This is an optimization exercise on Yosys and OpenROAD, whose aim is small area and a short achievable clock period, not a production implementation. Power and IR drop assume default switching activity.

==> run Y <==
// alu
module alu(FPUCLK, RST, A, B, CTRL, OUT);
  input FPUCLK, RST;
  input [31:0] A, B;
  input [2:0] CTRL;
  output reg [31:0] OUT;
  ...
Settings: LEC_CHECK=0, CAP_MARGIN=20, CELL_PAD_IN_SITES_DETAIL_PLACEMENT=1, CORE_MARGIN=2, CORE_UTILIZATION=35, SETUP_SLACK_MARGIN=4, SLEW_MARGIN=20; clock period 7.0 ns.
run.sh (not shown) runs the stock make flow with config.mk's settings and CLKGATE_MAP_FILE= SYNTH_SCRIPT=/design/flow/synth_recipe.tcl, a recipe that flattens the netlist after the stock synthesis.
==> inputs of run M, as changes to run Y <==
--- a/flow/design.v
+++ b/flow/design.v
@@ -1,10 +1,10 @@
 module alu(FPUCLK, RST, A, B, CTRL, OUT);
   input FPUCLK, RST;
   input [31:0] A, B;
   input [2:0] CTRL;
-  output reg [31:0] OUT;
+  output [31:0] OUT;
   wire s1, c2, x3, s4, c5, x6, s7, c8, s9, c10, x11, s12, c13, x14, s15, c16, x17, s18, c19, s20, c21, x22, s23, c24, x25, s26, c27, x28, s29, c30, s31, c32, x33, s34, c35, x36, s37, c38, x39, s40, c41, x42, s43, c44, x45, s46, c47, x48, s49, c50, x51, s52, c53, x54, s55, c56, x57, s58, c59, x60, s61, c62, x63, s64, c65, x66, s67, c68, x69, s70, c71, s72, c73, x74, s75, c76, x77, s78, c79, x80, s81, c82, x83, s84, c85, x86, s87, c88, s89, c90, x91, s92, c93, x94, s95, c96, x97, s98, c99, x100, s101, c102, x103, s104, c105, x106, s107, c108, x109, s110, c111, x112, s113, c114, x115, s116, c117, x118, s119, c120, x121, s122, c123, x124, s125, c126, x127, s128, c129, x130, s131, c132, x133, s134, c135, x136, s137, c138, x139, s140, c141, x142, s143, c144, x145, s146, c147, x148, s149, c150, x151, s152, c153, x154, s155, c156, x157, s158, c159, x160, s161, c162, x163, s164, c165, x166, s167, c168, x169, s170, c171, x172, s173, c174, x175, s176, c177, x178, s179, c180, x181, s182, c183, x184, s185, c186, x187, s188, c189, x190, s191, c192, x193, s194, c195, x196, s197, c198, x199, s200, c201, x202, s203, c204, x205, s206, c207, x208, s209, c210, x211, s212, c213, x214, s215, c216, x217, s218, c219, x220, s221, c222, x223, s224, c225, x226, s227, c228, x229, s230, c231, s232, c233, x234, s235, c236, x237, s238, c239, x240, s241, c242, x243, s244, c245, x246, s247, c248, x249, s250, c251, x252, s253, c254, x255, s256, c257, x258, s259, c260, x261, s262, c263, x264, s265, c266, x267, s268, c269, x270, s271, c272, x273, s274, c275, x276, s277, c278, x279, s280, c281, x282, s283, c284, x285, s286, c287, x288, s289, c290, x291, s292, c293, x294, s295, c296, x297, s298, c299, x300, s301, c302, x303, s304, c305, x306, s307, c308, x309, s310, c311, x312, s313, c314, x315, s316, c317, x318, s319, c320, x321, s322, c323, x324, s325, c326, x327, s328, c329, x330, s331, c332, x333, s334, c335, x336, s337, c338, x339, s340, c341, x342, s343, c344, x345, s346, c347, x348, s349, c350, x351, s352, c353, x354, s355, c356, x357, s358, c359, x360, s361, c362, x363, s364, c365, x366, s367, c368, x369, s370, c371, x372, s373, c374, s375, c376, x377, s378, c379, x380, s381, c382, s383, c384, x385, s386, c387, x388, s389, c390, x391, s392, c393, x394, s395, c396, x397, s398, c399, x400, s401, c402, x403, s404, c405, x406, s407, c408, x409, s410, c411, x412, s413, c414, x415, s416, c417, x418, s419, c420, x421, s422, c423, x424, s425, c426, x427, s428, c429, x430, s431, c432, x433, s434, c435, x436, s437, c438, x439, s440, c441, x442, s443, c444, x445, s446, c447, x448, s449, c450, x451, s452, c453, x454, s455, c456, x457, s458, c459, x460, s461, c462, x463, s464, c465, x466, s467, c468, x469, s470, c471, x472, s473, c474, x475, s476, c477, x478, s479, c480, x481, s482, c483, x484, s485, c486, x487, s488, c489, x490, s491, c492, x493, s494, c495, x496, s497, c498, x499, s500, c501, x502, s503, c504, x505, s506, c507, x508, s509, c510, x511, s512, c513, x514, s515, c516, x517, s518, c519, x520, s521, c522, x523, s524, c525, x526, s527, c528, x529, s530, c531, x532, s533, c534, s535, c536, x537, s538, c539, x540, s541, c542, x543, s544, c545, x546, s547, c548, x549, s550, c551, x552, s553, c554, x555, s556, c557, x558, s559, c560, x561, s562, c563, x564, s565, c566, x567, s568, c569, x570, s571, c572, x573, s574, c575, x576, s577, c578, x579, s580, c581, x582, s583, c584, x585, s586, c587, x588, s589, c590, x591, s592, c593, x594, s595, c596, x597, s598, c599, x600, s601, c602, x603, s604, c605, x606, s607, c608, x609, s610, c611, x612, s613, c614, x615, s616, c617, x618, s619, c620, x621, s622, c623, x624, s625, c626, x627, s628, c629, x630, s631, c632, x633, s634, c635, x636, s637, c638, x639, s640, c641, x642, s643, c644, x645, s646, c647, s648, c649, x650, s651, c652, x653, s654, c655, x656, s657, c658, x659, s660, c661, x662, s663, c664, x665, s666, c667, x668, s669, c670, x671, s672, c673, x674, s675, c676, x677, s678, c679, x680, s681, c682, x683, s684, c685, x686, s687, c688, x689, s690, c691, x692, s693, c694, x695, s696, c697, x698, s699, c700, x701, s702, c703, x704, s705, c706, x707, s708, c709, x710, s711, c712, s713, c714, x715, s716, c717, x718, s719, c720, x721, s722, c723, x724, s725, c726, x727, s728, c729, x730, s731, c732, x733, s734, c735, x736, s737, c738, x739, s740, c741, x742, s743, c744, x745, s746, c747, x748, s749, c750, x751, s752, c753, x754, s755, c756, x757, s758, c759, x760, s761, c762, x763, s764, c765, x766, s767, c768, x769, s770, c771, x772, s773, c774, x775, s776, c777, x778, s779, c780, x781;
   wire mul0 = CTRL[1], sub0 = CTRL[0];
   wire sa = A[31], sb = B[31];
   wire [7:0] ea = A[30:23], eb = B[30:23];
   wire [22:0] fa = A[22:0], fb = B[22:0];
@@ -25,27 +25,30 @@
   wire s_add = sp_b ? (sb | sub0) : (sel_b ? (sb ^ sub0) : sa);
   wire inf_s_add = a_inf ? sa : sb;
   wire [7:0] e_mul = ea + eb + 8'h81;
   wire s_mul = sa ^ sb;
   reg [22:0] ma, mb;        
-  reg r1_mul, r1_sub, r1_shbig, r1_s, r1_inf, r1_zero;
+  reg r1_swap, r1_mul, r1_sub, r1_shbig, r1_s, r1_inf, r1_zero;
   reg [4:0] r1_sh;
   reg [7:0] r1_e;
   always @(posedge FPUCLK) begin
-    ma <= swap ? fb : fa;
-    mb <= swap ? fa : fb;
+    ma <= fa;
+    mb <= fb;
+    r1_swap <= swap;
     r1_mul <= mul0;
     r1_sub <= ~mul0 & eff_sub;
     r1_shbig <= sh_big;
     r1_sh <= sh[4:0];
     r1_e <= mul0 ? e_mul : e_add;
     r1_s <= mul0 ? s_mul : ((a_inf | b_inf) ? inf_s_add : s_add);
     r1_inf <= a_inf | b_inf;
     r1_zero <= mul0 & (a_zero | b_zero);
   end
-  wire [23:0] big = {1'b1, ma};
-  wire [23:0] sh0 = r1_shbig ? 24'd0 : {1'b1, mb};
+  wire [22:0] xa = r1_swap ? mb : ma;
+  wire [22:0] xb = r1_swap ? ma : mb;
+  wire [23:0] big = {1'b1, xa};
+  wire [23:0] sh0 = r1_shbig ? 24'd0 : {1'b1, xb};
   wire [23:0] sh1 = r1_sh[0] ? {1'b0, sh0[23:1]} : sh0;
   wire [23:0] sh2 = r1_sh[1] ? {2'b0, sh1[23:2]} : sh1;
   wire [23:0] sh3 = r1_sh[2] ? {4'b0, sh2[23:4]} : sh2;
   wire [23:0] sh4 = r1_sh[3] ? {8'b0, sh3[23:8]} : sh3;
   wire [23:0] sml = r1_sh[4] ? {16'b0, sh4[23:16]} : sh4;
@@ -865,13 +868,26 @@
       if (r3_m[i]) lz = 5'd23 - i;
   end
   wire [23:0] nsh = r3_m[23:0] << lz;
   wire m_zero = ~|r3_m;
   wire [22:0] frac = r3_m[24] ? r3_m[23:1] : nsh[22:0];
-  wire [7:0] e_n = r3_m[24] ? r3_e + 8'd1 : r3_e - {3'b0, lz};
-  wire [31:0] res = r3_inf ? {r3_s, 8'hff, 23'd0} :
-                    (r3_zero | m_zero) ? 32'd0 : {r3_s, e_n, frac};
+  wire [7:0] r3_e1 = r3_e + 8'd1;
+  wire kill = r3_zero | m_zero;                  
+  wire fixed = r3_inf | kill;                    
+  wire [7:0] e_base = r3_inf ? 8'hff : kill ? 8'h00 : (r3_m[24] ? r3_e1 : r3_e);
+  wire [4:0] e_dec = (fixed | r3_m[24]) ? 5'd0 : lz;
+  reg r4_s;
+  reg [7:0] r4_e;
+  reg [4:0] r4_d;
+  reg [22:0] r4_f;
   always @(posedge FPUCLK or negedge RST) begin
-    if (!RST) OUT <= 32'd0;
-    else OUT <= res;
+    if (!RST) begin
+      r4_s <= 1'b0; r4_e <= 8'd0; r4_d <= 5'd0; r4_f <= 23'd0;
+    end else begin
+      r4_s <= r3_s & (r3_inf | ~kill);
+      r4_e <= e_base;
+      r4_d <= e_dec;
+      r4_f <= fixed ? 23'd0 : frac;
+    end
   end
+  assign OUT = {r4_s, r4_e - {3'b0, r4_d}, r4_f};
 endmodule
==> flow/flow/run.sh (new file) <==
#!/bin/bash
set -euo pipefail
cd "$(dirname "$0")/.."
export BUFFER_PORTS_ARGS="-buffer_cell sky130_fd_sc_hd__buf_2"
bash standard.sh > standard_flow.log 2>&1
==> flow/standard.sh (new file) <==
#!/bin/bash
# synth_recipe.tcl (not shown) runs the flow's synth.tcl, then flattens the netlist and writes it again
# the make line also repeats each setting of config.mk as NAME=value (left out here)
make -C /OpenROAD-flow-scripts/flow DESIGN_CONFIG=/design/flow/config.mk WORK_HOME=/design/flow/orfs CLKGATE_MAP_FILE= SYNTH_SCRIPT=/design/flow/synth_recipe.tcl "${@:-finish}"
- TNS_END_PERCENT: not set -> 5
removed: flow/run.sh
==> comparison <==
Final cell count: run Y is higher than run M (about 6%).
Against run M, the via count of run Y is larger by about 14%.
Setup slack: run M is better than run Y (0.35 ns).
Design area: run M is smaller than run Y (15%).
Critical path depth: run M is lower than run Y (7).
Between run M and run Y, the lower worst hold slack is in run M (gap 0.016 ns).
Of run M and run Y, run Y has the higher combinational power (gap 56%, measured against run Y).
Of run Y and run M, run Y has the higher sequential power (gap about 12%, measured against run M).
Against run M, the total power of run Y is larger by about 90%.
Against run Y, the non-clock buffer count of run M is lower by 187.
Clock skew: run M is lower than run Y (0.020 ns).
No functional check of the RTL was part of any run of this note.

## re-timing with driven ports
In the flow no input, the clock included, has a driving cell. The finished layouts below were timed again as built, in two steps.
Step 1 assumes that a clkbuf_16 drives the clock port and a buf_2 every other input.
Step 2 times the ports against the registers' clock, not the clock port: input delays grow and output delays shrink by t, the midpoint of the rising clock arrivals with the driver on.
Slacks: no drivers / after step 1 / after step 2; pairs: no drivers / after step 1.
run	t, ns	setup slack, ns	hold WS [ns]	worst setup path after step 2
run Y	0.658	2.939 / 2.945 / 2.309	0.328 / 0.328 / 0.328	input to register
run M	0.609	3.287 / 3.223 / 2.817	0.312 / 0.312 / 0.312	input to register
After both steps every run listed still meets setup and hold. The setup slack of run Y, which loses most, moves by +0.006 ns with the drivers and by -0.630 ns with both steps.
